Source: an optimization exercise on an open RTL-to-GDS flow (aim: small area, a short achievable clock period and few clock cycles per item). Production flows keep margins and buffers that such runs may drop.
Function was checked by simulation only, so behaviour that the tests miss may differ from the original.
Power is estimated from default activity; no workload was simulated.

===== constraint.sdc =====
create_clock -name core_clock -period 11.0 [get_ports {CLK}]
set_input_delay 2.2000 -clock core_clock [delete_from_list [all_inputs] [get_ports {CLK}]]
set_output_delay 2.2000 -clock core_clock [all_outputs]
set_load 0.01 [all_outputs]

===== config.mk =====
export PLATFORM = sky130hd
export DESIGN_NAME = alu
export DESIGN_NICKNAME = alu
export VERILOG_FILES = /design/flow/design.v
export SDC_FILE = /design/flow/constraint.sdc
export NUM_CORES = 4
export LEC_CHECK = 0
export ABC_AREA = 1
export CAP_MARGIN = 20
export CORE_MARGIN = 2
export CORE_UTILIZATION = 60
export SETUP_SLACK_MARGIN = 3.3
export SLEW_MARGIN = 20

===== standard.sh =====
#!/bin/bash
# synth_recipe.tcl (not shown) runs the flow's synth.tcl, then flattens the netlist and writes it again
# the make line also repeats each setting of config.mk as NAME=value (left out here)
make -C /OpenROAD-flow-scripts/flow DESIGN_CONFIG=/design/flow/config.mk WORK_HOME=/design/flow/orfs CLKGATE_MAP_FILE= SYNTH_SCRIPT=/design/flow/synth_recipe.tcl "${@:-finish}"

===== design.v =====
module add32 (input [31:0] a, input [31:0] b, input ci, output [31:0] s, output co);
	wire [31:0] bx = b;
	wire [31:0] p0 = a ^ bx;
	wire [31:0] g0 = a & bx;
	wire g_0_1 = g0[0] | (p0[0] & ci);
	wire g_0_3 = g0[2] | (p0[2] & g0[1]);
	wire p_0_3 = p0[2] & p0[1];
	wire g_0_5 = g0[4] | (p0[4] & g0[3]);
	wire p_0_5 = p0[4] & p0[3];
	wire g_0_7 = g0[6] | (p0[6] & g0[5]);
	wire p_0_7 = p0[6] & p0[5];
	wire g_0_9 = g0[8] | (p0[8] & g0[7]);
	wire p_0_9 = p0[8] & p0[7];
	wire g_0_11 = g0[10] | (p0[10] & g0[9]);
	wire p_0_11 = p0[10] & p0[9];
	wire g_0_13 = g0[12] | (p0[12] & g0[11]);
	wire p_0_13 = p0[12] & p0[11];
	wire g_0_15 = g0[14] | (p0[14] & g0[13]);
	wire p_0_15 = p0[14] & p0[13];
	wire g_0_17 = g0[16] | (p0[16] & g0[15]);
	wire p_0_17 = p0[16] & p0[15];
	wire g_0_19 = g0[18] | (p0[18] & g0[17]);
	wire p_0_19 = p0[18] & p0[17];
	wire g_0_21 = g0[20] | (p0[20] & g0[19]);
	wire p_0_21 = p0[20] & p0[19];
	wire g_0_23 = g0[22] | (p0[22] & g0[21]);
	wire p_0_23 = p0[22] & p0[21];
	wire g_0_25 = g0[24] | (p0[24] & g0[23]);
	wire p_0_25 = p0[24] & p0[23];
	wire g_0_27 = g0[26] | (p0[26] & g0[25]);
	wire p_0_27 = p0[26] & p0[25];
	wire g_0_29 = g0[28] | (p0[28] & g0[27]);
	wire p_0_29 = p0[28] & p0[27];
	wire g_0_31 = g0[30] | (p0[30] & g0[29]);
	wire p_0_31 = p0[30] & p0[29];
	wire g_1_3 = g_0_3 | (p_0_3 & g_0_1);
	wire g_1_7 = g_0_7 | (p_0_7 & g_0_5);
	wire p_1_7 = p_0_7 & p_0_5;
	wire g_1_11 = g_0_11 | (p_0_11 & g_0_9);
	wire p_1_11 = p_0_11 & p_0_9;
	wire g_1_15 = g_0_15 | (p_0_15 & g_0_13);
	wire p_1_15 = p_0_15 & p_0_13;
	wire g_1_19 = g_0_19 | (p_0_19 & g_0_17);
	wire p_1_19 = p_0_19 & p_0_17;
	wire g_1_23 = g_0_23 | (p_0_23 & g_0_21);
	wire p_1_23 = p_0_23 & p_0_21;
	wire g_1_27 = g_0_27 | (p_0_27 & g_0_25);
	wire p_1_27 = p_0_27 & p_0_25;
	wire g_1_31 = g_0_31 | (p_0_31 & g_0_29);
	wire p_1_31 = p_0_31 & p_0_29;
	wire g_2_7 = g_1_7 | (p_1_7 & g_1_3);
	wire g_2_15 = g_1_15 | (p_1_15 & g_1_11);
	wire p_2_15 = p_1_15 & p_1_11;
	wire g_2_23 = g_1_23 | (p_1_23 & g_1_19);
	wire p_2_23 = p_1_23 & p_1_19;
	wire g_2_31 = g_1_31 | (p_1_31 & g_1_27);
	wire p_2_31 = p_1_31 & p_1_27;
	wire g_3_15 = g_2_15 | (p_2_15 & g_2_7);
	wire g_3_31 = g_2_31 | (p_2_31 & g_2_23);
	wire p_3_31 = p_2_31 & p_2_23;
	wire g_4_31 = g_3_31 | (p_3_31 & g_3_15);
	wire g_5_23 = g_2_23 | (p_2_23 & g_3_15);
	wire g_6_11 = g_1_11 | (p_1_11 & g_2_7);
	wire g_6_19 = g_1_19 | (p_1_19 & g_3_15);
	wire g_6_27 = g_1_27 | (p_1_27 & g_5_23);
	wire g_7_5 = g_0_5 | (p_0_5 & g_1_3);
	wire g_7_9 = g_0_9 | (p_0_9 & g_2_7);
	wire g_7_13 = g_0_13 | (p_0_13 & g_6_11);
	wire g_7_17 = g_0_17 | (p_0_17 & g_3_15);
	wire g_7_21 = g_0_21 | (p_0_21 & g_6_19);
	wire g_7_25 = g_0_25 | (p_0_25 & g_5_23);
	wire g_7_29 = g_0_29 | (p_0_29 & g_6_27);
	wire g_8_2 = g0[1] | (p0[1] & g_0_1);
	wire g_8_4 = g0[3] | (p0[3] & g_1_3);
	wire g_8_6 = g0[5] | (p0[5] & g_7_5);
	wire g_8_8 = g0[7] | (p0[7] & g_2_7);
	wire g_8_10 = g0[9] | (p0[9] & g_7_9);
	wire g_8_12 = g0[11] | (p0[11] & g_6_11);
	wire g_8_14 = g0[13] | (p0[13] & g_7_13);
	wire g_8_16 = g0[15] | (p0[15] & g_3_15);
	wire g_8_18 = g0[17] | (p0[17] & g_7_17);
	wire g_8_20 = g0[19] | (p0[19] & g_6_19);
	wire g_8_22 = g0[21] | (p0[21] & g_7_21);
	wire g_8_24 = g0[23] | (p0[23] & g_5_23);
	wire g_8_26 = g0[25] | (p0[25] & g_7_25);
	wire g_8_28 = g0[27] | (p0[27] & g_6_27);
	wire g_8_30 = g0[29] | (p0[29] & g_7_29);
	wire g_8_32 = g0[31] | (p0[31] & g_4_31);
	assign s[0] = p0[0] ^ ci;
	assign s[1] = p0[1] ^ g_0_1;
	assign s[2] = p0[2] ^ g_8_2;
	assign s[3] = p0[3] ^ g_1_3;
	assign s[4] = p0[4] ^ g_8_4;
	assign s[5] = p0[5] ^ g_7_5;
	assign s[6] = p0[6] ^ g_8_6;
	assign s[7] = p0[7] ^ g_2_7;
	assign s[8] = p0[8] ^ g_8_8;
	assign s[9] = p0[9] ^ g_7_9;
	assign s[10] = p0[10] ^ g_8_10;
	assign s[11] = p0[11] ^ g_6_11;
	assign s[12] = p0[12] ^ g_8_12;
	assign s[13] = p0[13] ^ g_7_13;
	assign s[14] = p0[14] ^ g_8_14;
	assign s[15] = p0[15] ^ g_3_15;
	assign s[16] = p0[16] ^ g_8_16;
	assign s[17] = p0[17] ^ g_7_17;
	assign s[18] = p0[18] ^ g_8_18;
	assign s[19] = p0[19] ^ g_6_19;
	assign s[20] = p0[20] ^ g_8_20;
	assign s[21] = p0[21] ^ g_7_21;
	assign s[22] = p0[22] ^ g_8_22;
	assign s[23] = p0[23] ^ g_5_23;
	assign s[24] = p0[24] ^ g_8_24;
	assign s[25] = p0[25] ^ g_7_25;
	assign s[26] = p0[26] ^ g_8_26;
	assign s[27] = p0[27] ^ g_6_27;
	assign s[28] = p0[28] ^ g_8_28;
	assign s[29] = p0[29] ^ g_7_29;
	assign s[30] = p0[30] ^ g_8_30;
	assign s[31] = p0[31] ^ g_4_31;
	assign co = g_8_32;
endmodule
module sub32 (input [31:0] a, input [31:0] b, input ci, output [31:0] s, output co);
	wire [31:0] bx = ~b;
	wire [31:0] p0 = a ^ bx;
	wire [31:0] g0 = a & bx;
	wire g_0_1 = g0[0] | (p0[0] & ci);
	wire g_0_3 = g0[2] | (p0[2] & g0[1]);
	wire p_0_3 = p0[2] & p0[1];
	wire g_0_5 = g0[4] | (p0[4] & g0[3]);
	wire p_0_5 = p0[4] & p0[3];
	wire g_0_7 = g0[6] | (p0[6] & g0[5]);
	wire p_0_7 = p0[6] & p0[5];
	wire g_0_9 = g0[8] | (p0[8] & g0[7]);
	wire p_0_9 = p0[8] & p0[7];
	wire g_0_11 = g0[10] | (p0[10] & g0[9]);
	wire p_0_11 = p0[10] & p0[9];
	wire g_0_13 = g0[12] | (p0[12] & g0[11]);
	wire p_0_13 = p0[12] & p0[11];
	wire g_0_15 = g0[14] | (p0[14] & g0[13]);
	wire p_0_15 = p0[14] & p0[13];
	wire g_0_17 = g0[16] | (p0[16] & g0[15]);
	wire p_0_17 = p0[16] & p0[15];
	wire g_0_19 = g0[18] | (p0[18] & g0[17]);
	wire p_0_19 = p0[18] & p0[17];
	wire g_0_21 = g0[20] | (p0[20] & g0[19]);
	wire p_0_21 = p0[20] & p0[19];
	wire g_0_23 = g0[22] | (p0[22] & g0[21]);
	wire p_0_23 = p0[22] & p0[21];
	wire g_0_25 = g0[24] | (p0[24] & g0[23]);
	wire p_0_25 = p0[24] & p0[23];
	wire g_0_27 = g0[26] | (p0[26] & g0[25]);
	wire p_0_27 = p0[26] & p0[25];
	wire g_0_29 = g0[28] | (p0[28] & g0[27]);
	wire p_0_29 = p0[28] & p0[27];
	wire g_0_31 = g0[30] | (p0[30] & g0[29]);
	wire p_0_31 = p0[30] & p0[29];
	wire g_1_3 = g_0_3 | (p_0_3 & g_0_1);
	wire g_1_7 = g_0_7 | (p_0_7 & g_0_5);
	wire p_1_7 = p_0_7 & p_0_5;
	wire g_1_11 = g_0_11 | (p_0_11 & g_0_9);
	wire p_1_11 = p_0_11 & p_0_9;
	wire g_1_15 = g_0_15 | (p_0_15 & g_0_13);
	wire p_1_15 = p_0_15 & p_0_13;
	wire g_1_19 = g_0_19 | (p_0_19 & g_0_17);
	wire p_1_19 = p_0_19 & p_0_17;
	wire g_1_23 = g_0_23 | (p_0_23 & g_0_21);
	wire p_1_23 = p_0_23 & p_0_21;
	wire g_1_27 = g_0_27 | (p_0_27 & g_0_25);
	wire p_1_27 = p_0_27 & p_0_25;
	wire g_1_31 = g_0_31 | (p_0_31 & g_0_29);
	wire p_1_31 = p_0_31 & p_0_29;
	wire g_2_7 = g_1_7 | (p_1_7 & g_1_3);
	wire g_2_15 = g_1_15 | (p_1_15 & g_1_11);
	wire p_2_15 = p_1_15 & p_1_11;
	wire g_2_23 = g_1_23 | (p_1_23 & g_1_19);
	wire p_2_23 = p_1_23 & p_1_19;
	wire g_2_31 = g_1_31 | (p_1_31 & g_1_27);
	wire p_2_31 = p_1_31 & p_1_27;
	wire g_3_15 = g_2_15 | (p_2_15 & g_2_7);
	wire g_3_31 = g_2_31 | (p_2_31 & g_2_23);
	wire p_3_31 = p_2_31 & p_2_23;
	wire g_4_31 = g_3_31 | (p_3_31 & g_3_15);
	wire g_5_23 = g_2_23 | (p_2_23 & g_3_15);
	wire g_6_11 = g_1_11 | (p_1_11 & g_2_7);
	wire g_6_19 = g_1_19 | (p_1_19 & g_3_15);
	wire g_6_27 = g_1_27 | (p_1_27 & g_5_23);
	wire g_7_5 = g_0_5 | (p_0_5 & g_1_3);
	wire g_7_9 = g_0_9 | (p_0_9 & g_2_7);
	wire g_7_13 = g_0_13 | (p_0_13 & g_6_11);
	wire g_7_17 = g_0_17 | (p_0_17 & g_3_15);
	wire g_7_21 = g_0_21 | (p_0_21 & g_6_19);
	wire g_7_25 = g_0_25 | (p_0_25 & g_5_23);
	wire g_7_29 = g_0_29 | (p_0_29 & g_6_27);
	wire g_8_2 = g0[1] | (p0[1] & g_0_1);
	wire g_8_4 = g0[3] | (p0[3] & g_1_3);
	wire g_8_6 = g0[5] | (p0[5] & g_7_5);
	wire g_8_8 = g0[7] | (p0[7] & g_2_7);
	wire g_8_10 = g0[9] | (p0[9] & g_7_9);
	wire g_8_12 = g0[11] | (p0[11] & g_6_11);
	wire g_8_14 = g0[13] | (p0[13] & g_7_13);
	wire g_8_16 = g0[15] | (p0[15] & g_3_15);
	wire g_8_18 = g0[17] | (p0[17] & g_7_17);
	wire g_8_20 = g0[19] | (p0[19] & g_6_19);
	wire g_8_22 = g0[21] | (p0[21] & g_7_21);
	wire g_8_24 = g0[23] | (p0[23] & g_5_23);
	wire g_8_26 = g0[25] | (p0[25] & g_7_25);
	wire g_8_28 = g0[27] | (p0[27] & g_6_27);
	wire g_8_30 = g0[29] | (p0[29] & g_7_29);
	wire g_8_32 = g0[31] | (p0[31] & g_4_31);
	assign s[0] = p0[0] ^ ci;
	assign s[1] = p0[1] ^ g_0_1;
	assign s[2] = p0[2] ^ g_8_2;
	assign s[3] = p0[3] ^ g_1_3;
	assign s[4] = p0[4] ^ g_8_4;
	assign s[5] = p0[5] ^ g_7_5;
	assign s[6] = p0[6] ^ g_8_6;
	assign s[7] = p0[7] ^ g_2_7;
	assign s[8] = p0[8] ^ g_8_8;
	assign s[9] = p0[9] ^ g_7_9;
	assign s[10] = p0[10] ^ g_8_10;
	assign s[11] = p0[11] ^ g_6_11;
	assign s[12] = p0[12] ^ g_8_12;
	assign s[13] = p0[13] ^ g_7_13;
	assign s[14] = p0[14] ^ g_8_14;
	assign s[15] = p0[15] ^ g_3_15;
	assign s[16] = p0[16] ^ g_8_16;
	assign s[17] = p0[17] ^ g_7_17;
	assign s[18] = p0[18] ^ g_8_18;
	assign s[19] = p0[19] ^ g_6_19;
	assign s[20] = p0[20] ^ g_8_20;
	assign s[21] = p0[21] ^ g_7_21;
	assign s[22] = p0[22] ^ g_8_22;
	assign s[23] = p0[23] ^ g_5_23;
	assign s[24] = p0[24] ^ g_8_24;
	assign s[25] = p0[25] ^ g_7_25;
	assign s[26] = p0[26] ^ g_8_26;
	assign s[27] = p0[27] ^ g_6_27;
	assign s[28] = p0[28] ^ g_8_28;
	assign s[29] = p0[29] ^ g_7_29;
	assign s[30] = p0[30] ^ g_8_30;
	assign s[31] = p0[31] ^ g_4_31;
	assign co = g_8_32;
endmodule
module div_step (
	input [31:0] r,
	input x,
	input [31:0] b,
	output [31:0] ro
);
	wire [31:0] t = {r[30:0], x};
	wire [31:0] d;
	wire nb;
	stepsub32 sub (.a(t), .b(b), .ci(1'b1), .s(d), .co(nb));
	assign ro = (r[31] | nb) ? d : t;
endmodule
module stepsub32 (input [31:0] a, input [31:0] b, input ci, output [31:0] s, output co);
	wire [31:0] bx = ~b;
	wire [31:0] p0 = a ^ bx;
	wire [31:0] g0 = a & bx;
	wire g_0_1 = g0[0] | (p0[0] & ci);
	wire g_0_3 = g0[2] | (p0[2] & g0[1]);
	wire p_0_3 = p0[2] & p0[1];
	wire g_0_5 = g0[4] | (p0[4] & g0[3]);
	wire p_0_5 = p0[4] & p0[3];
	wire g_0_7 = g0[6] | (p0[6] & g0[5]);
	wire p_0_7 = p0[6] & p0[5];
	wire g_0_9 = g0[8] | (p0[8] & g0[7]);
	wire p_0_9 = p0[8] & p0[7];
	wire g_0_11 = g0[10] | (p0[10] & g0[9]);
	wire p_0_11 = p0[10] & p0[9];
	wire g_0_13 = g0[12] | (p0[12] & g0[11]);
	wire p_0_13 = p0[12] & p0[11];
	wire g_0_15 = g0[14] | (p0[14] & g0[13]);
	wire p_0_15 = p0[14] & p0[13];
	wire g_0_17 = g0[16] | (p0[16] & g0[15]);
	wire p_0_17 = p0[16] & p0[15];
	wire g_0_19 = g0[18] | (p0[18] & g0[17]);
	wire p_0_19 = p0[18] & p0[17];
	wire g_0_21 = g0[20] | (p0[20] & g0[19]);
	wire p_0_21 = p0[20] & p0[19];
	wire g_0_23 = g0[22] | (p0[22] & g0[21]);
	wire p_0_23 = p0[22] & p0[21];
	wire g_0_25 = g0[24] | (p0[24] & g0[23]);
	wire p_0_25 = p0[24] & p0[23];
	wire g_0_27 = g0[26] | (p0[26] & g0[25]);
	wire p_0_27 = p0[26] & p0[25];
	wire g_0_29 = g0[28] | (p0[28] & g0[27]);
	wire p_0_29 = p0[28] & p0[27];
	wire g_0_31 = g0[30] | (p0[30] & g0[29]);
	wire p_0_31 = p0[30] & p0[29];
	wire g_1_3 = g_0_3 | (p_0_3 & g_0_1);
	wire g_1_7 = g_0_7 | (p_0_7 & g_0_5);
	wire p_1_7 = p_0_7 & p_0_5;
	wire g_1_11 = g_0_11 | (p_0_11 & g_0_9);
	wire p_1_11 = p_0_11 & p_0_9;
	wire g_1_15 = g_0_15 | (p_0_15 & g_0_13);
	wire p_1_15 = p_0_15 & p_0_13;
	wire g_1_19 = g_0_19 | (p_0_19 & g_0_17);
	wire p_1_19 = p_0_19 & p_0_17;
	wire g_1_23 = g_0_23 | (p_0_23 & g_0_21);
	wire p_1_23 = p_0_23 & p_0_21;
	wire g_1_27 = g_0_27 | (p_0_27 & g_0_25);
	wire p_1_27 = p_0_27 & p_0_25;
	wire g_1_31 = g_0_31 | (p_0_31 & g_0_29);
	wire p_1_31 = p_0_31 & p_0_29;
	wire g_2_7 = g_1_7 | (p_1_7 & g_1_3);
	wire g_2_15 = g_1_15 | (p_1_15 & g_1_11);
	wire p_2_15 = p_1_15 & p_1_11;
	wire g_2_23 = g_1_23 | (p_1_23 & g_1_19);
	wire p_2_23 = p_1_23 & p_1_19;
	wire g_2_31 = g_1_31 | (p_1_31 & g_1_27);
	wire p_2_31 = p_1_31 & p_1_27;
	wire g_3_15 = g_2_15 | (p_2_15 & g_2_7);
	wire g_3_31 = g_2_31 | (p_2_31 & g_2_23);
	wire p_3_31 = p_2_31 & p_2_23;
	wire g_4_31 = g_3_31 | (p_3_31 & g_3_15);
	wire g_5_23 = g_2_23 | (p_2_23 & g_3_15);
	wire g_6_11 = g_1_11 | (p_1_11 & g_2_7);
	wire g_6_19 = g_1_19 | (p_1_19 & g_3_15);
	wire g_6_27 = g_1_27 | (p_1_27 & g_5_23);
	wire g_7_5 = g_0_5 | (p_0_5 & g_1_3);
	wire g_7_9 = g_0_9 | (p_0_9 & g_2_7);
	wire g_7_13 = g_0_13 | (p_0_13 & g_6_11);
	wire g_7_17 = g_0_17 | (p_0_17 & g_3_15);
	wire g_7_21 = g_0_21 | (p_0_21 & g_6_19);
	wire g_7_25 = g_0_25 | (p_0_25 & g_5_23);
	wire g_7_29 = g_0_29 | (p_0_29 & g_6_27);
	wire g_8_2 = g0[1] | (p0[1] & g_0_1);
	wire g_8_4 = g0[3] | (p0[3] & g_1_3);
	wire g_8_6 = g0[5] | (p0[5] & g_7_5);
	wire g_8_8 = g0[7] | (p0[7] & g_2_7);
	wire g_8_10 = g0[9] | (p0[9] & g_7_9);
	wire g_8_12 = g0[11] | (p0[11] & g_6_11);
	wire g_8_14 = g0[13] | (p0[13] & g_7_13);
	wire g_8_16 = g0[15] | (p0[15] & g_3_15);
	wire g_8_18 = g0[17] | (p0[17] & g_7_17);
	wire g_8_20 = g0[19] | (p0[19] & g_6_19);
	wire g_8_22 = g0[21] | (p0[21] & g_7_21);
	wire g_8_24 = g0[23] | (p0[23] & g_5_23);
	wire g_8_26 = g0[25] | (p0[25] & g_7_25);
	wire g_8_28 = g0[27] | (p0[27] & g_6_27);
	wire g_8_30 = g0[29] | (p0[29] & g_7_29);
	wire g_8_32 = g0[31] | (p0[31] & g_4_31);
	assign s[0] = p0[0] ^ ci;
	assign s[1] = p0[1] ^ g_0_1;
	assign s[2] = p0[2] ^ g_8_2;
	assign s[3] = p0[3] ^ g_1_3;
	assign s[4] = p0[4] ^ g_8_4;
	assign s[5] = p0[5] ^ g_7_5;
	assign s[6] = p0[6] ^ g_8_6;
	assign s[7] = p0[7] ^ g_2_7;
	assign s[8] = p0[8] ^ g_8_8;
	assign s[9] = p0[9] ^ g_7_9;
	assign s[10] = p0[10] ^ g_8_10;
	assign s[11] = p0[11] ^ g_6_11;
	assign s[12] = p0[12] ^ g_8_12;
	assign s[13] = p0[13] ^ g_7_13;
	assign s[14] = p0[14] ^ g_8_14;
	assign s[15] = p0[15] ^ g_3_15;
	assign s[16] = p0[16] ^ g_8_16;
	assign s[17] = p0[17] ^ g_7_17;
	assign s[18] = p0[18] ^ g_8_18;
	assign s[19] = p0[19] ^ g_6_19;
	assign s[20] = p0[20] ^ g_8_20;
	assign s[21] = p0[21] ^ g_7_21;
	assign s[22] = p0[22] ^ g_8_22;
	assign s[23] = p0[23] ^ g_5_23;
	assign s[24] = p0[24] ^ g_8_24;
	assign s[25] = p0[25] ^ g_7_25;
	assign s[26] = p0[26] ^ g_8_26;
	assign s[27] = p0[27] ^ g_6_27;
	assign s[28] = p0[28] ^ g_8_28;
	assign s[29] = p0[29] ^ g_7_29;
	assign s[30] = p0[30] ^ g_8_30;
	assign s[31] = p0[31] ^ g_4_31;
	assign co = g_8_32;
endmodule
module mod #(parameter K = 2) (
	output [31:0] res,
	output reg done,
	input [31:0] ain,
	input [31:0] bin,
	input lt,
	input [31:0] diff,
	input start,
	input CLK,
	input reset
);
	localparam NG = (32 + K - 1) / K;	 
	localparam W  = NG * K;
	wire [W-1:0] a = {{(W-32){1'b0}}, ain};
	reg [31:0] p;		 
	reg [3:0] cnt;		 
	reg busy;
	reg [K-1:0] grp;	 
	reg [31:0] b_r;
	assign res = p;
	reg [4:0] ia, ib;
	integer i;
	always @(*) begin
		ia = 5'd0;
		ib = 5'd0;
		for (i = 0; i < 32; i = i + 1) begin
			if (ain[i]) ia = i;
			if (bin[i]) ib = i;
		end
	end
	wire bz = ~|bin;
	wire [4:0] s = ia - ib;
	wire [3:0] span = s / K;
	wire s0 = (s == 5'd0);
	wire fin = bz | lt | s0;
	reg [W-1:0] sh;
	always @(*) begin
		sh = a >> K;
		for (i = 0; i < 4; i = i + 1)
			if (span[i]) sh = sh >> (K << i);
	end
	wire [3:0] nidx = start ? span : cnt - 4'd1;
	reg [K-1:0] grp_n;
	always @(*) begin
		grp_n = {K{1'b0}};
		for (i = 0; i < NG; i = i + 1)
			if (nidx == i) grp_n = a[i*K +: K];
	end
	wire [32*K+31:0] q;
	assign q[31:0] = p;
	genvar j;
	generate
		for (j = 0; j < K; j = j + 1) begin : step
			div_step st (
				.r(q[32*j +: 32]),
				.x(grp[K-1-j]),
				.b(b_r),
				.ro(q[32*(j+1) +: 32])
			);
		end
	endgenerate
	always @(posedge CLK) begin
		if (reset) begin
			busy <= 1'b0;
			done <= 1'b0;
		end else if (start) begin
			busy <= ~fin;
			done <= fin;
		end else if (busy) begin
			busy <= |cnt;
			done <= ~|cnt;
		end
		b_r <= bin;
		grp <= grp_n;
		if (start) begin
			p <= (bz | lt) ? ain : s0 ? diff : sh[31:0];
			cnt <= span;
		end else if (busy) begin
			p <= q[32*K +: 32];
			cnt <= cnt - 4'd1;
		end
	end
endmodule
module alu (
	output reg [31:0] result,
	output cout,
	output done,
	input [31:0] ain,
	input [31:0] bin,
	input [2:0] alu_op,
	input
		cin,
		start,
		CLK,
		reset
);
	wire [31:0] sum, diff, rem;
	wire nb;
	wire lt = ~nb;
	add32 add1 (.a(ain), .b(bin), .ci(cin), .s(sum), .co(cout));
	sub32 sub1 (.a(ain), .b(bin), .ci(1'b1), .s(diff), .co(nb));
	mod mod1 (
		.res(rem),
		.done(done),
		.ain(ain),
		.bin(bin),
		.lt(lt),
		.diff(diff),
		.start(start),
		.CLK(CLK),
		.reset(reset)
	);
	always @(*)
		case (alu_op)
			3'd0: result = ain & bin;
			3'd1: result = ain | bin;
			3'd2: result = ain ^ bin;
			3'd3: result = ~(ain | bin);
			3'd4: result = {31'b0, lt};
			3'd5: result = sum;
			3'd6: result = diff;
			default: result = rem;
		endcase
endmodule

===== flow/run.sh =====
#!/bin/bash
export BUFFER_PORTS_ARGS="-buffer_cell sky130_fd_sc_hd__buf_1"
bash standard.sh > standard.log 2>&1

==> results of run 1 <==
## flip-flops by register name, indices dropped and copies added (netlist names)
name / count
mod1.busy: 1
mod1.done: 1
mod1.cnt: 4
mod1.p: 32
mod1.grp: 2
mod1.b_r: 32
## through the flow
step	instances	worst slack (ns)	hold slack [ns]	util	power, mW
after floorplan	1766	3.65	0.515	-	2.30
after global placement	2087	2.25	0.485	0.641	2.90
after detailed placement	2087	1.92	0.491	0.641	2.95
after CTS	2144	3.21	0.500	0.700	3.48
after global routing	2176	3.08	0.553	0.725	4.06
final	2177	3.16	0.495	0.725	3.75
## critical path, stage by stage
cell and delay [ns]:
buf_1 0.51, inv_1 0.30, ha_1 0.40, nor4_1 0.42, a21oi_1 0.16, nand2_2 0.16, nand3_4 0.10, o211ai_1 0.30
fa_2 0.52, a221oi_2 0.26, o211ai_1 0.12, buf_2 0.17
## what timing repair did
item                                    4_1_cts  5_1_grt
pin swaps                                    51       53
buffers inserted                             38       29
endpoints found under the setup margin       55       49
cloned                                        3        2
gates resized for setup                     179       65
## logic make-up (layout without fill, tap and decap cells)
kind of cell,after synthesis,after routing
XOR/XNOR,55,55
adder cells (fa/ha/maj),228,228
AO/OA/AOI/OAI,452,452
buffers and inverters,299,438
flip-flops,72,72
other,0,2
AND/OR/NAND/NOR,660,660
## cell usage in the layout, fill, tap and decap left out, drive strengths merged, types with 7 or more instances in the layout
cell,synthesis,final
clkbuf,59,13
a21o,10,10
inv,228,227
xnor2,35,35
dfxtp,36,36
nand4,15,15
a31o,7,7
o21ai,135,135
nand3,66,66
nor3,17,17
fa,66,66
edfxtp,36,36
a211oi,11,11
nand2,394,394
or2,12,12
a22oi,7,7
ha,162,162
a221oi,34,34
xor2,20,20
o22ai,41,41
buf,10,186
o211ai,29,29
a31oi,7,7
a21oi,125,125
o31ai,8,8
nor2,149,149
## routing by layer
layer  GRT usage  share of wire
met1       0.644           0.40
met2       0.633           0.41
met3       0.104           0.15
met4       0.121          0.037
met5           0              0
## report_power, final
part	leakage (nW)	total (mW)	switching, mW	internal (mW)
sequential	0.666	0.489	0.0787	0.410
combinational	6.02	2.92	1.78	1.13
clock	0.161	0.345	0.143	0.202
total	6.85	3.75	2.01	1.74
## final cells by class
class	count	area, um^2	area share
clock inverters	7	98.8	0.00672
multi-input cells	1395	9980	0.678
flip-flops and latches	72	1800	0.123
repair buffers	190	1320	0.0894
repair inverters	2	10.0	0.000680
inverters	230	946	0.0643
clock buffers	9	225	0.0153
diodes	2	5.00	0.000340
well taps	270	338	0.0230
## synth_stat cells (3+ instances only)
cell	instances	area, um^2
nand3_1	58	290
inv_2	10	37.5
inv_1	218	818
o22ai_1	41	257
nor2_2	5	31.3
nor3_1	16	80.1
o21ai_0	121	606
nand2_2	12	75.1
o21ai_1	9	45.0
nand2_1	378	1420
xnor2_1	35	307
o31ai_1	7	52.6
o32ai_1	4	35.0
a31o_2	6	52.6
or2_1	3	18.8
nor4_1	6	37.5
nand4_1	13	81.3
a221oi_1	32	280
nor2_1	143	537
buf_2	7	35.0
ha_1	162	2030
a21o_1	10	75.1
a22o_1	5	43.8
a21oi_2	5	43.8
o2111ai_1	5	43.8
fa_1	66	1320
a311oi_1	3	26.3
edfxtp_1	36	1080
or2_2	9	56.3
o21ai_2	5	43.8
nand2_4	4	45.0
o21bai_1	3	22.5
clkbuf_1	59	221
a211oi_1	11	82.6
a32oi_1	4	35.0
a31oi_1	7	43.8
o211ai_1	29	218
nand3_2	8	80.1
a22oi_1	7	52.6
a21oi_1	120	601
dfxtp_1	36	721
xor2_1	20	175
## path summary, 6_finish.rpt
| path | slack [ns] | to | startpoint |
|---|---|---|---|
| worst max register to register | 3.77 | mod1.p[4]$_DFFE_PP_ | mod1.p[0]$_DFFE_PP_ |
| worst max-delay path | 3.16 | result[31] | ain[21] |
| worst min register to register | 0.50 | mod1.done$_SDFFE_PP0P_ | mod1.done$_SDFFE_PP0P_ |
| worst min-delay path | 0.50 | mod1.done$_SDFFE_PP0P_ | mod1.done$_SDFFE_PP0P_ |
==> flow_metrics.tcl, run 1 <==
set metrics [dict create \
    status "complete, no violations" \
    track_usage 0.436 \
    root_buffer "clkbuf_16" \
    ys_async_sr_fraction 0 \
    ioPinCount 105 \
    rows 52 \
    finalHoldViolations 0 \
    drt_wl_total_um 48800 \
    place_area_mm2 0.0130 \
    fillCellCount 1708 \
    grt_overflow 0 \
    tns_ns 0 \
    ir_worst_vdd_mv 0.165 \
    crit_type "in2out" \
    synth_fa_ha_area_frac 0.270 \
    synth_compound_area_frac 0.229 \
    power.static_leakage_nw 6.85 \
    synth_xor_area_frac 0.0388 \
    numCtsBuffers 9 \
    endpoint_kind "output port" \
    clk_path_buf_depth 2 \
    grt_pass1_wl_um 73300 \
    drc 0 \
    cts_tree "built" \
    wl_per_cell_um 22.4 \
    arrival_ns 5.64 \
    synth_cell_types 62 \
    skew_ns 0.0140 \
    synth-simple-area-share 0.226 \
    worst_pin_slew_ns 1.07 \
    powerDensity_mw_per_mm2 255 \
    coreArea_mm2 0.0203 \
    drive_gt1_frac 0.166 \
    post-route-period-util 0.713 \
    drt_iter0_drc 1985 \
    avgSynthCellArea_um2 7.03 \
    drv_slew 0 \
    vias 14000 \
    hpwl_um 36400 \
    ys.flop_type "edfxtp_1" \
    fp.dieW_um 148 \
    hold_buffers 0 \
    clock.fmax_mhz 128 \
    die_y_um 148 \
    clk_pin_slew_ns 0.08 \
    fin_nets 2199 \
    fin_area_mm2 0.0147 \
    min_delay_path_depth 2 \
    synthMuxAreaShare 0 \
    synth_edf_count 36 \
    syn2layout_area_growth_pct 18.5 \
    syn-num-nets 2065 \
    clk_latency_ns 0.36 \
    viasPerCell 6.41 \
    place.gp.congestion 1.04 \
    critical_path_peak_fanout 9 \
    setup_viol 0 \
    r2r_cells 50 \
    dieArea_mm2 0.0219 \
    grt_antenna_before_repair 1 \
    worstSetupStartpointType "input port" \
    slew_headroom 0.287 \
    maxCapViolCount 0 \
    ys_seq_area_frac 0.145 \
    yosysWarnings 2 \
    worst_hold_path_type "reg2reg" \
    initial_core_util 0.612 \
    worstPathRequired_ns 8.80 \
    ant_nets 0 \
    port_buffers 104 \
    grt_pass1_vias 12900 \
    grt_max_degree 60 \
    syn_inst 1766 \
    htreeDepth 3 \
    rsz0062_at_grt "yes" \
    mappedNetlistArea_mm2 0.0124 \
    cts.sinks 72 \
    ys_seq_elements 72 \
    min_period_ns 7.84 \
    dr.pass1.iters 6 \
    synth_top_family_by_area "adder cells" \
]
Testbench counts, summed over its fixed seeds: cycles 3,717, items 1,200.
==> run 2: changes to the inputs <==
--- a/config.mk
+++ b/config.mk
@@ -11,3 +11,5 @@
 export CORE_UTILIZATION = 60
+export CTS_BUF_LIST = sky130_fd_sc_hd__clkbuf_4 sky130_fd_sc_hd__clkbuf_8
 export SETUP_SLACK_MARGIN = 3.3
 export SLEW_MARGIN = 20
+export TNS_END_PERCENT = 10
==> flow_metrics.tcl, run 2 <==
set metrics [dict create \
    status "complete, no violations" \
    synth_top_cell_by_area "ha_1" \
    ys_seq_area_frac 0.145 \
    final_cell_mix "nand2_1, inv_1, ha_1" \
    grt_max_degree 60 \
    sequentialPowerShare 0.125 \
    r2r_slack_ns 3.69 \
    r2r_cells 51 \
    power.static_leakage_nw 6.79 \
    min_delay_path_depth 2 \
    cts_tree "built" \
    port_buffers 104 \
    clk_pin_slew_ns 0.11 \
    synth_cell_types 62 \
    dr.pass1.iters 6 \
    endpoint_kind "output port" \
    drc 0 \
    synth.top_cell.area_share 0.163 \
    synth_edf_count 36 \
    layoutNonFillerInstCount 2175 \
    clock.fmax_mhz 128 \
    htreeDepth 3 \
    finalHoldViolations 0 \
    critPathBufInv 6 \
    tns_ns 0 \
    slowest_stage "fa_1" \
    skew_ns 0.0255 \
    grt_overflow 0 \
    worst_slack_ns 3.16 \
    drive_gt1_frac 0.156 \
    track_usage 0.432 \
    wl_per_cell_um 22.5 \
    synth_most_common_cell "nand2_1" \
    pre_cts_ws_ns 1.92 \
    p_sw_mw 2.10 \
    ys.flop_type "edfxtp_1" \
    worstSetupStartpointType "input port" \
    syn_inst 1766 \
    vias 14000 \
    comb_power_share 0.807 \
    path_cells "buf_12 > inv_8 > ha_4 > inv_4 > a21o_1 > a221oi_2 > nand2_2 > a21oi_4 > o21ai_2 > a21oi_2 > o21bai_2 > nand3_2 > nor2_2 > or2_1 > buf_4 > fa_1 > inv_1 > nor2_1 > a221oi_1 > nand3_1 > buf_1" \
    rows 52 \
    drt_wl_total_um 49000 \
    ir_worst_vdd_mv 0.151 \
    fillCellCount 1733 \
    dp_cells 2087 \
    min_period_ns 7.84 \
    fin_nets 2199 \
    p_int_mw 1.81 \
    dieArea_mm2 0.0219 \
    crit_type "in2out" \
    swShare 0.536 \
    place.gp.congestion 1.04 \
    numCtsBuffers 9 \
    dr_wl_met2_um 20300 \
    yosysWarnings 2 \
    critical_path_peak_fanout 4 \
    grt_antenna_before_repair 2 \
    clk_path_buf_depth 2 \
    arrival_ns 5.64 \
    slowest_delay_ns 0.42 \
    yosys-top-cells-count "nand2_1, inv_1, ha_1" \
    powerDensity_mw_per_mm2 268 \
    drv_slew 0 \
    fp.dieW_um 148 \
    seq_area_mm2 0.00180 \
    post-route-period-util 0.712 \
    ys_top_cells_by_area "ha_1, nand2_1, fa_1" \
    crit_cells 21 \
    cts.sinks 72 \
    ys_async_sr_fraction 0 \
    syn2layout_area_growth_pct 17.3 \
    setup_viol 0 \
    maxCapViolCount 0 \
    ys_seq_elements 72 \
    grt_pass1_vias 12700 \
    slew_headroom 0.316 \
    clk_latency_ns 0.39 \
    ant_nets 0 \
    wl_met3_um 7350 \
    antenna_cells 0 \
    final_common_cell "nand2_1" \
    multi_input_area_mm2 0.00992 \
    grt_pass1_wl_um 72800 \
    mappedNetlistArea_mm2 0.0124 \
    root_buffer "clkbuf_8" \
    rsz0062_at_grt "yes" \
    coreArea_mm2 0.0203 \
    pwr-share-clk 0.068 \
    drt_iter0_drc 1855 \
    syn-num-nets 2065 \
    worst_hold_path_type "reg2reg" \
    initial_core_util 0.612 \
    ioPinCount 105 \
    hpwl_um 36400 \
    worst_pin_slew_ns 1.02 \
    worstPathRequired_ns 8.80 \
    cp_top_family "compound AO/OA/AOI/OAI gates" \
    avgSynthCellArea_um2 7.03 \
    viasPerCell 6.43 \
    die_y_um 148 \
    maxUsedRoutingLayer "met5" \
    largestRegisters "mod1.b_r: 32 flops, mod1.p: 32 flops, mod1.cnt: 4 flops" \
    drt-met1-wl_um 19500 \
]
run 2: cell counts after synthesis:
No cell type changed its count.
run 2: per-layer routing:
layer / vias up / global-route usage
li1: 6278 / -
met1: 6498 / 0.646
met2: 1042 / 0.622
met3: 170 / 0.106
met4: 2 / 0.113
met5: - / 0
run 2: power by group through the flow:
stage | sequential, mW | clock (mW) | combinational (mW)
after floorplan | 0.457 | 0 | 1.84
after detailed placement | 0.488 | 0 | 2.46
after global placement | 0.486 | 0 | 2.41
final | 0.490 | 0.266 | 3.15
after CTS | 0.482 | 0.264 | 2.59
after global routing | 0.494 | 0.273 | 3.43
run 2: repair_timing:
item | in CTS | in global routing
buffers inserted | 27 | 37
pin swaps | 33 | 36
hold buffers | 0 | 0
endpoints found under the setup margin | 55 | 50
gates cloned | 2 | 6
resized for setup | 152 | 69
run 2: final timing paths:
kind | endpoint | start
setup reg to reg | mod1.p[22]$_DFFE_PP_ | mod1.p[0]$_DFFE_PP_
hold reg to reg | mod1.done$_SDFFE_PP0P_ | mod1.done$_SDFFE_PP0P_
setup / recovery | result[19] | ain[4]
hold / removal | mod1.done$_SDFFE_PP0P_ | mod1.done$_SDFFE_PP0P_
run 2: cell families (layout without fill, tap and decap cells):
group                      after synthesis  after routing  synth area share
and+or+nand+nor                        660            660             0.226
AOI/OAI and AO/OA                      452            452             0.229
DFF                                     72             72             0.145
buffers and inverters                  299            438            0.0917
adders and majority gates              228            228             0.270
xor gates and xnor gates                55             55            0.0388
run 2: worst reg2reg max path, delay by kind of cell, from the launching register on:
family	cells	cell delay, ns
compound gates	15	2.09
fa+ha+maj	4	1.33
buf+inv	7	0.93
flops	1	0.44
simple gates	25	2.23
run 2: final cells by class:
cell class	instances	area share
Multi-Input combinational cell	1395	0.681
Sequential cell	72	0.124
Timing Repair Buffer	188	0.0889
Inverter	230	0.0659
Tap cell	270	0.0232
Clock buffer	9	0.00850
Clock inverter	7	0.00678
Timing Repair inverter	4	0.00215
run 2: stage by stage:
| stage | area [um^2] | power [mW] | util | hold WS (ns) |
|---|---|---|---|---|
| floorplan | 12400 | 2.30 | - | 0.515 |
| global placement | 13000 | 2.90 | 0.641 | 0.485 |
| detailed placement | 13000 | 2.95 | 0.641 | 0.491 |
| CTS | 13900 | 3.34 | 0.687 | 0.505 |
| global route | 14600 | 4.20 | 0.718 | 0.557 |
| finish | 14600 | 3.91 | 0.718 | 0.501 |
==> run 3: changes to the inputs <==
--- a/config.mk
+++ b/config.mk
@@ -11,3 +11,3 @@
 export CORE_UTILIZATION = 60
-export CTS_BUF_LIST = sky130_fd_sc_hd__clkbuf_4 sky130_fd_sc_hd__clkbuf_8
+export CTS_BUF_LIST = sky130_fd_sc_hd__clkbuf_8
 export SETUP_SLACK_MARGIN = 3.3
==> flow_metrics.tcl, run 3 <==
set metrics [dict create \
    rsz0062_at_grt "yes" \
    status "complete, no violations" \
    grt_overflow 0 \
    wl_per_cell_um 22.5 \
    avgSynthCellArea_um2 7.03 \
    setup_viol 0 \
    drt_wl_total_um 49000 \
    ioPinCount 105 \
    post-route-period-util 0.712 \
    synth.top_cell.area_share 0.163 \
    place.gp.congestion 1.04 \
    grt_max_degree 60 \
    synth_top_cell_by_area "ha_1" \
    powerDensity_mw_per_mm2 268 \
    skew_ns 0.0255 \
    place_area_mm2 0.0130 \
    root_buffer "clkbuf_8" \
    htreeDepth 3 \
    die_y_um 148 \
    arrival_ns 5.64 \
    grt_pass1_wl_um 72800 \
    fin_area_mm2 0.0146 \
    synth_compound_area_frac 0.229 \
    drt_iter0_drc 1855 \
    worst_pin_slew_ns 1.02 \
    coreArea_mm2 0.0203 \
    yosysWarnings 2 \
    fp.dieW_um 148 \
    synth-simple-area-share 0.226 \
    synth_fa_ha_area_frac 0.270 \
    dieArea_mm2 0.0219 \
    crit_type "in2out" \
    maxCapViolCount 0 \
    drc 0 \
    largestRegisters "mod1.b_r: 32 flops, mod1.p: 32 flops, mod1.cnt: 4 flops" \
    seq_area_mm2 0.00180 \
    vias 14000 \
    ir_worst_vdd_mv 0.151 \
    final_cell_mix "nand2_1, inv_1, ha_1" \
    ys_seq_elements 72 \
    dp_cells 2087 \
    synth_most_common_cell "nand2_1" \
    power.static_leakage_nw 6.79 \
    drive_gt1_frac 0.156 \
    drv_slew 0 \
    clock.fmax_mhz 128 \
    syn_inst 1766 \
    rows 52 \
    grt_pass1_vias 12700 \
    port_buffers 104 \
    fin_nets 2199 \
    antenna_cells 0 \
    final_common_cell "nand2_1" \
    worst_slack_ns 3.16 \
    ant_nets 0 \
    tns_ns 0 \
    multi_input_area_mm2 0.00992 \
    synthMuxAreaShare 0 \
    fillCellCount 1733 \
    yosys-top-cells-count "nand2_1, inv_1, ha_1" \
    synth_edf_count 36 \
    clk_latency_ns 0.39 \
    initial_core_util 0.612 \
    hold_buffers 0 \
    hpwl_um 36400 \
    dr.pass1.iters 6 \
    track_usage 0.432 \
    cts.sinks 72 \
    grt_antenna_before_repair 2 \
    viasPerCell 6.43 \
    syn2layout_area_growth_pct 17.3 \
    finalHoldViolations 0 \
    worst_hold_path_type "reg2reg" \
    critical_path_peak_fanout 4 \
    synth_xor_area_frac 0.0388 \
    clk_pin_slew_ns 0.11 \
    clk_path_buf_depth 2 \
    ys_seq_area_frac 0.145 \
    mappedNetlistArea_mm2 0.0124 \
    worstPathRequired_ns 8.80 \
    ys_async_sr_fraction 0 \
    ys.flop_type "edfxtp_1" \
    worstSetupStartpointType "input port" \
    numCtsBuffers 9 \
    layoutNonFillerInstCount 2175 \
    synth_cell_types 62 \
    synth_top_family_by_area "adder cells" \
    pre_cts_ws_ns 1.92 \
    min_period_ns 7.84 \
    ys_top_cells_by_area "ha_1, nand2_1, fa_1" \
    endpoint_kind "output port" \
    cts_tree "built" \
    slew_headroom 0.316 \
    syn-num-nets 2065 \
]
[run 3: worst paths after layout]
path                                        startpoint                      to  slack [ns]  cells after the start
worst max register to register     mod1.p[0]$_DFFE_PP_    mod1.p[22]$_DFFE_PP_        3.69                     51
worst min register to register  mod1.done$_SDFFE_PP0P_  mod1.done$_SDFFE_PP0P_        0.50                      2
worst min-delay path            mod1.done$_SDFFE_PP0P_  mod1.done$_SDFFE_PP0P_        0.50                      2
worst max-delay path                            ain[4]              result[19]        3.16                     21
[run 3: area by class of cell]
cell class                 count  area share
clock buffer                   9     0.00850
clock inverter                 7     0.00678
inverter                     230      0.0659
multi-input combinational   1395       0.681
sequential                    72       0.124
tap                          270      0.0232
timing repair buffer         188      0.0889
timing repair inverter         4     0.00215
[run 3: timing repair]
item | CTS | global route
buffers inserted | 27 | 37
resized for setup | 152 | 69
setup endpoints to repair | 55 | 50
pin swaps | 33 | 36
cloned | 2 | 6
[run 3: cells by family (layout without fill, tap and decap cells)]
| group | count (synthesis) | after routing |
|---|---|---|
| AO/OA/AOI/OAI | 452 | 452 |
| XOR/XNOR | 55 | 55 |
| adder cells (fa/ha/maj) | 228 | 228 |
| buffers and inverters | 299 | 438 |
| flip-flops | 72 | 72 |
| AND/OR/NAND/NOR | 660 | 660 |
[run 3: power breakdown]
part	leakage [nW]	total, mW	internal, mW	switching (mW)
Sequential	0.666	0.490	0.410	0.0805
Combinational	6.01	3.15	1.27	1.88
Clock	0.115	0.266	0.130	0.135
Total	6.79	3.91	1.81	2.09
[run 3: stage by stage]
stage | power, mW | hold WS, ns | utilization
6_report | 3.91 | 0.501 | 0.718
5_1_grt | 4.20 | 0.557 | 0.718
4_1_cts | 3.34 | 0.505 | 0.687
3_5_place_dp | 2.95 | 0.491 | 0.641
3_3_place_gp | 2.90 | 0.485 | 0.641
2_1_floorplan | 2.30 | 0.515 | -
[run 3: worst max-delay path: stages]
cell and delay [ns]:
buf_12 0.09, inv_8 0.03, ha_4 0.29, inv_4 0.04, a21o_1 0.21, a221oi_2 0.29
nand2_2 0.14, a21oi_4 0.22, o21ai_2 0.09, a21oi_2 0.17, o21bai_2 0.09, nand3_2 0.10
nor2_2 0.05, or2_1 0.25, buf_4 0.14, fa_1 0.42, inv_1 0.10, nor2_1 0.06
a221oi_1 0.27, nand3_1 0.19, buf_1 0.17
[run 3: metal layers]
metal,vias to the layer above,GRT usage,share of wire,wire length [um]
li1,6278,-,-,-
met1,6498,0.646,0.40,19500
met2,1042,0.622,0.41,20300
met3,170,0.106,0.15,7350
met4,2,0.113,0.037,1810
met5,-,0,0.00037,18
==> run 4: changes to the inputs <==
--- a/config.mk
+++ b/config.mk
@@ -12,3 +12,3 @@
 export CTS_BUF_LIST = sky130_fd_sc_hd__clkbuf_8
-export SETUP_SLACK_MARGIN = 3.3
+export SETUP_SLACK_MARGIN = 2.2
 export SLEW_MARGIN = 20
==> flow_metrics.tcl, run 4 <==
set metrics [dict create \
    worst_slack_ns 2.28 \
    dp_cells 2087 \
    final_cell_mix "nand2_1, inv_1, ha_1" \
    worstSetupStartpointType "input port" \
    rsz0062_at_grt "yes" \
    dr.pass1.iters 6 \
    syn2layout_area_growth_pct 6.87 \
    fin_nets 2129 \
    setup_viol 0 \
    utilization 0.654 \
    r2r_cells 48 \
    ys_async_sr_fraction 0 \
    largestRegisters "mod1.b_r: 32 flops, mod1.p: 32 flops, mod1.cnt: 4 flops" \
    place.gp.congestion 1.04 \
    worst_pin_slew_ns 1.05 \
    use_met2 0.601 \
    clk_latency_ns 0.39 \
    layoutNonFillerInstCount 2105 \
    arrival_ns 6.52 \
    cp-endpoint "result[30]" \
    coreArea_mm2 0.0203 \
    yosys-top-cells-count "nand2_1, inv_1, ha_1" \
    slew_headroom 0.296 \
    worstSetupStartpoint "ain[2]" \
    synth_edf_count 36 \
    drt_iter0_drc 1848 \
    rows 52 \
    skew_ns 0.0218 \
    wl_per_cell_um 21.9 \
    track_usage 0.420 \
    syn-num-nets 2065 \
    swShare 0.553 \
    pre_cts_ws_ns 1.92 \
    drt_wl_total_um 46000 \
    ys.flop_type "edfxtp_1" \
    synth_most_common_cell "nand2_1" \
    clock.fmax_mhz 115 \
    cts.sinks 72 \
    avgSynthCellArea_um2 7.03 \
    powerDensity_mw_per_mm2 250 \
    r2r_slack_ns 3.01 \
    mappedNetlistArea_mm2 0.0124 \
    synth_top_cell_by_area "ha_1" \
    endpoint_kind "output port" \
    ioPinCount 105 \
    rr_endpoint "mod1.p[28]$_DFFE_PP_" \
    vias 13400 \
    synth.top_cell.area_share 0.163 \
    top_usage_layer "met1" \
    dieArea_mm2 0.0219 \
    grt_max_degree 60 \
    ys_seq_elements 72 \
    hold_buffers 0 \
    port_buffers 104 \
    met1_usage 0.648 \
    critical_path_peak_fanout 7 \
    r2r_start "mod1.p[0]$_DFFE_PP_" \
    pwr-share-clk 0.079 \
    p_int_mw 1.48 \
    maxCapViolCount 0 \
    status "complete, no violations" \
    clk_path_buf_depth 2 \
    fp.dieW_um 148 \
    antenna_cells 0 \
    power.static_leakage_nw 6.25 \
    fillCellCount 1919 \
    clk_pin_slew_ns 0.10 \
    finalHoldViolations 0 \
    comb_power_share 0.774 \
    use_met3 0.0818 \
    synth_cell_types 62 \
    grt_overflow 0 \
    drc 0 \
    yosysWarnings 2 \
    drv_slew 0 \
    grt_antenna_before_repair 0 \
    ys_seq_area_frac 0.145 \
    tns_ns 0 \
    grt_pass1_wl_um 70700 \
    syn_inst 1766 \
    worst_hold_path_type "reg2reg" \
    viasPerCell 6.34 \
    numCtsBuffers 9 \
    hpwl_um 36400 \
    p_sw_mw 1.84 \
    cts_tree "built" \
    ir_worst_vdd_mv 0.192 \
    ys_top_cells_by_area "ha_1, nand2_1, fa_1" \
    initial_core_util 0.612 \
    ant_nets 0 \
    final_common_cell "nand2_1" \
    min_period_ns 8.72 \
    crit_type "in2out" \
    sequentialPowerShare 0.147 \
    grt_pass1_vias 12400 \
    die_y_um 148 \
    worstPathRequired_ns 8.80 \
    htreeDepth 3 \
    drive_gt1_frac 0.0649 \
    post-route-period-util 0.793 \
    root_buffer "clkbuf_8" \
]
run 4: cell counts after synthesis:
Identical to the previous run, type by type.
run 4: critical path: stages:
cell      delay [ns]
buf_1           0.41
inv_1           0.17
ha_1            0.39
o31ai_2         0.40
nand4_1         0.18
nand2_2         0.16
a21oi_2         0.11
o21ai_2         0.21
a21oi_2         0.10
o21bai_2        0.18
nand3_2         0.12
nor2_2          0.13
nand2_1         0.08
nand2_2         0.12
nand3_2         0.12
nand2_1         0.12
a21oi_1         0.09
fa_1            0.38
xnor2_1         0.17
inv_1           0.09
a221oi_1        0.28
o211ai_1        0.13
buf_1           0.16
run 4: layer usage:
| metal | wire length [um] | vias to the layer above |
|---|---|---|
| met5 | 0 | - |
| met4 | 1180 | 0 |
| met3 | 6560 | 97 |
| met2 | 18800 | 915 |
| met1 | 19500 | 6202 |
| li1 | - | 6137 |
run 4: layout make-up:
class | instances | area (um^2) | area share
clock buffers | 9 | 124 | 0.00933
clock inverters | 7 | 98.8 | 0.00745
inverters | 230 | 871 | 0.0656
multi-input cells | 1395 | 9500 | 0.716
flip-flops and latches | 72 | 1800 | 0.136
well taps | 270 | 338 | 0.0255
repair buffers | 121 | 531 | 0.0400
repair inverters | 1 | 5.00 | 0.000377
run 4: timing repair:
action / CTS / global route
setup endpoints to repair: 24 / 33
setup buffers: 0 / 1
gates resized for setup: 1 / 11
cloned: 0 / 1
run 4: power groups by stage:
stage	clock [mW]	sequential, mW	combinational, mW
5_1_grt	0.273	0.492	2.88
3_3_place_gp	0	0.486	2.41
6_report	0.264	0.487	2.57
4_1_cts	0.264	0.482	2.49
2_1_floorplan	0	0.457	1.84
3_5_place_dp	0	0.488	2.46
run 4: worst min path at each step:
stage,startpoint,endpoint,slack [ns],cells after the start
after floorplan,mod1.done$_SDFFE_PP0P_,mod1.done$_SDFFE_PP0P_,0.51,2
after global placement,mod1.done$_SDFFE_PP0P_,mod1.done$_SDFFE_PP0P_,0.49,2
after detailed placement,mod1.done$_SDFFE_PP0P_,mod1.done$_SDFFE_PP0P_,0.49,2
after CTS,mod1.done$_SDFFE_PP0P_,mod1.done$_SDFFE_PP0P_,0.50,2
after global routing,mod1.done$_SDFFE_PP0P_,mod1.done$_SDFFE_PP0P_,0.56,2
final,mod1.done$_SDFFE_PP0P_,mod1.done$_SDFFE_PP0P_,0.50,2
run 4: cell families (layout without fill, tap and decap cells):
kind of cell,after synthesis,after routing,synth area share
AO/OA/AOI/OAI,452,452,0.229
XOR/XNOR,55,55,0.0388
adder cells (fa/ha/maj),228,228,0.270
buffers and inverters,299,368,0.0917
flip-flops,72,72,0.145
AND/OR/NAND/NOR,660,660,0.226
run 4: stage by stage:
step                hold WS, ns  power (mW)  instance area (um^2)
floorplan                 0.515        2.30                 12400
global placement          0.485        2.90                 13000
detailed placement        0.491        2.95                 13000
CTS                       0.505        3.24                 13200
global route              0.557        3.64                 13300
finish                    0.500        3.32                 13300
==> run 5: changes to the inputs <==
--- a/config.mk
+++ b/config.mk
@@ -12,3 +12,3 @@
 export CTS_BUF_LIST = sky130_fd_sc_hd__clkbuf_8
-export SETUP_SLACK_MARGIN = 2.2
+export SETUP_SLACK_MARGIN = 2.8
 export SLEW_MARGIN = 20
==> flow_metrics.tcl, run 5 <==
set metrics [dict create \
    status "complete, no violations" \
    drv_slew 0 \
    syn_inst 1766 \
    r2r_start "mod1.p[0]$_DFFE_PP_" \
    clk_path_buf_depth 2 \
    synth_cell_types 62 \
    pre_cts_ws_ns 1.92 \
    initial_core_util 0.612 \
    maxCapViolCount 0 \
    clk_pin_slew_ns 0.11 \
    syn-num-nets 2065 \
    grt_pass1_wl_um 70900 \
    numCtsBuffers 9 \
    dieArea_mm2 0.0219 \
    setup_viol 0 \
    p_sw_mw 1.89 \
    fin_nets 2138 \
    synth_top_cell_by_area "ha_1" \
    grt_max_degree 60 \
    dr.pass1.iters 8 \
    largestRegisters "mod1.b_r: 32 flops, mod1.p: 32 flops, mod1.cnt: 4 flops" \
    ir_worst_vdd_mv 0.181 \
    grt_pass1_vias 12400 \
    utilization 0.671 \
    worstSetupStartpointType "input port" \
    layoutNonFillerInstCount 2114 \
    drt_wl_total_um 46800 \
    drt_iter0_drc 1895 \
    avgSynthCellArea_um2 7.03 \
    finalHoldViolations 0 \
    dp_cells 2087 \
    critical_path_peak_fanout 7 \
    worst_slack_ns 2.89 \
    worstPathRequired_ns 8.80 \
    tns_ns 0 \
    htreeDepth 3 \
    whs_ns 0.500 \
    clock.fmax_mhz 123 \
    worst_pin_slew_ns 1.15 \
    worstSetupStartpoint "ain[2]" \
    ant_nets 0 \
    post-route-period-util 0.737 \
    vias 13600 \
    ys_seq_area_frac 0.145 \
    coreArea_mm2 0.0203 \
    track_usage 0.421 \
    comb_power_share 0.780 \
    yosysWarnings 2 \
    crit_type "in2out" \
    min-delay-start "mod1.done$_SDFFE_PP0P_" \
    antenna_cells 0 \
    ys_top_cells_by_area "ha_1, nand2_1, fa_1" \
    hpwl_um 36400 \
    endpoint_kind "output port" \
    cts_tree "built" \
    place.gp.congestion 1.04 \
    place_area_mm2 0.0130 \
    ys.flop_type "edfxtp_1" \
    final_cell_mix "nand2_1, inv_1, ha_1" \
    rows 52 \
    ioPinCount 105 \
    ys_async_sr_fraction 0 \
    p_int_mw 1.52 \
    synth.top_cell.area_share 0.163 \
    p_total_mw 3.41 \
    grt_overflow 0 \
    synth_most_common_cell "nand2_1" \
    wl_per_cell_um 22.2 \
    sequentialPowerShare 0.143 \
    grt_antenna_before_repair 0 \
    clk_latency_ns 0.39 \
    drive_gt1_frac 0.102 \
    yosys-top-cells-count "nand2_1, inv_1, ha_1" \
    rsz0062_at_grt "yes" \
    slew_headroom 0.230 \
    worst_hold_path_type "reg2reg" \
    cts.sinks 72 \
    viasPerCell 6.42 \
    final_common_cell "nand2_1" \
    skew_ns 0.0249 \
    swShare 0.554 \
    fin_area_mm2 0.0136 \
    port_buffers 104 \
    root_buffer "clkbuf_8" \
    powerDensity_mw_per_mm2 250 \
    synth_edf_count 36 \
    hold_buffers 0 \
    ys_seq_elements 72 \
    die_y_um 148 \
    pwr-share-clk 0.078 \
    arrival_ns 5.91 \
    min_period_ns 8.11 \
    fp.dieW_um 148 \
    power.static_leakage_nw 6.36 \
    mappedNetlistArea_mm2 0.0124 \
    drc 0 \
    syn2layout_area_growth_pct 9.66 \
]
run 5: layout make-up:
cell class                      instances  area (um^2)
Multi-Input combinational cell       1395         9700
Fill cell                            1886         6680
Sequential cell                        72         1800
Inverter                              230          888
Timing Repair Buffer                  130          662
Tap cell                              270          338
Clock buffer                            9          124
Clock inverter                          7         98.8
Timing Repair inverter                  1         5.00
run 5: critical path, stage by stage:
cell and delay, ns:
buf_4 0.16, inv_2 0.08, ha_4 0.27, o31ai_4 0.30, nand4_1 0.17, nand2_2 0.15, a21oi_4 0.09, o21ai_2 0.20
a21oi_2 0.09, o21bai_2 0.19, nand3_2 0.11, nor2_2 0.13, nand2_1 0.08, nand2_2 0.12, nand3_2 0.12, o211ai_1 0.32
fa_2 0.52, a221oi_2 0.28, o211ai_1 0.12, buf_2 0.18
run 5: final timing paths:
check,endpoint,slack (ns),depth (start not counted)
setup / recovery,result[31],2.89,20
hold / removal,mod1.done$_SDFFE_PP0P_,0.50,2
setup reg to reg,mod1.p[4]$_DFFE_PP_,3.54,49
hold reg to reg,mod1.done$_SDFFE_PP0P_,0.50,2
run 5: kinds of logic after synthesis:
group,count (synthesis),share of synthesized area
flops,72,0.145
compound gates,452,0.229
xor+xnor,55,0.0388
buf+inv,299,0.0917
fa+ha+maj,228,0.270
simple gates,660,0.226
run 5: power by group through the flow:
stage / Clock [mW] / Sequential [mW] / Combinational [mW]
5_1_grt: 0.273 / 0.491 / 2.96
3_5_place_dp: 0 / 0.488 / 2.46
6_report: 0.264 / 0.486 / 2.66
3_3_place_gp: 0 / 0.486 / 2.41
2_1_floorplan: 0 / 0.457 / 1.84
4_1_cts: 0.264 / 0.482 / 2.51
run 5: repair_timing:
action | 4_1_cts | 5_1_grt
hold endpoints to repair | 0 | 0
endpoints found under the setup margin | 45 | 47
setup buffers | 1 | 8
cloned | 1 | 1
pin swaps | 0 | 12
resized for setup | 22 | 84
run 5: per-layer routing:
layer / global-route usage / vias to the layer above / share of wire
met4: 0.0962 / 0 / 0.031
met3: 0.0824 / 110 / 0.15
met1: 0.648 / 6357 / 0.41
met5: 0 / - / 0
met2: 0.604 / 947 / 0.41
li1: - / 6150 / -

[re-timing with driven ports]
In the flow no input, the clock included, has a driving cell. The finished layouts below were timed again as built, in two steps. Step 1: set_driving_cell puts a clkbuf_16 on CLK and a buf_2 on each other input, an assumption about the parent block. Step 2 times the ports against the registers' clock, not the clock port: input delays grow and output delays shrink by t, the midpoint of the rising clock arrivals with the driver on. Three values: no drivers, after step 1, after step 2; two values: the first two.
run	shift t [ns]	setup slack, ns	worst setup path after step 2	slew at the worst register clock pin (ns)	pins driven straight from the clock port
run 1	0.402	3.162 / 3.127 / 3.127	input to output	0.08 / 0.08	1
run 2	0.425	3.164 / 3.096 / 3.096	input to output	0.11 / 0.11	1
run 3	0.425	3.164 / 3.096 / 3.096	input to output	0.11 / 0.11	1
run 4	0.426	2.279 / 2.256 / 2.256	input to output	0.11 / 0.11	1
run 5	0.428	2.891 / 2.866 / 2.866	input to output	0.11 / 0.11	1
After both steps setup and hold are still met in every run listed.
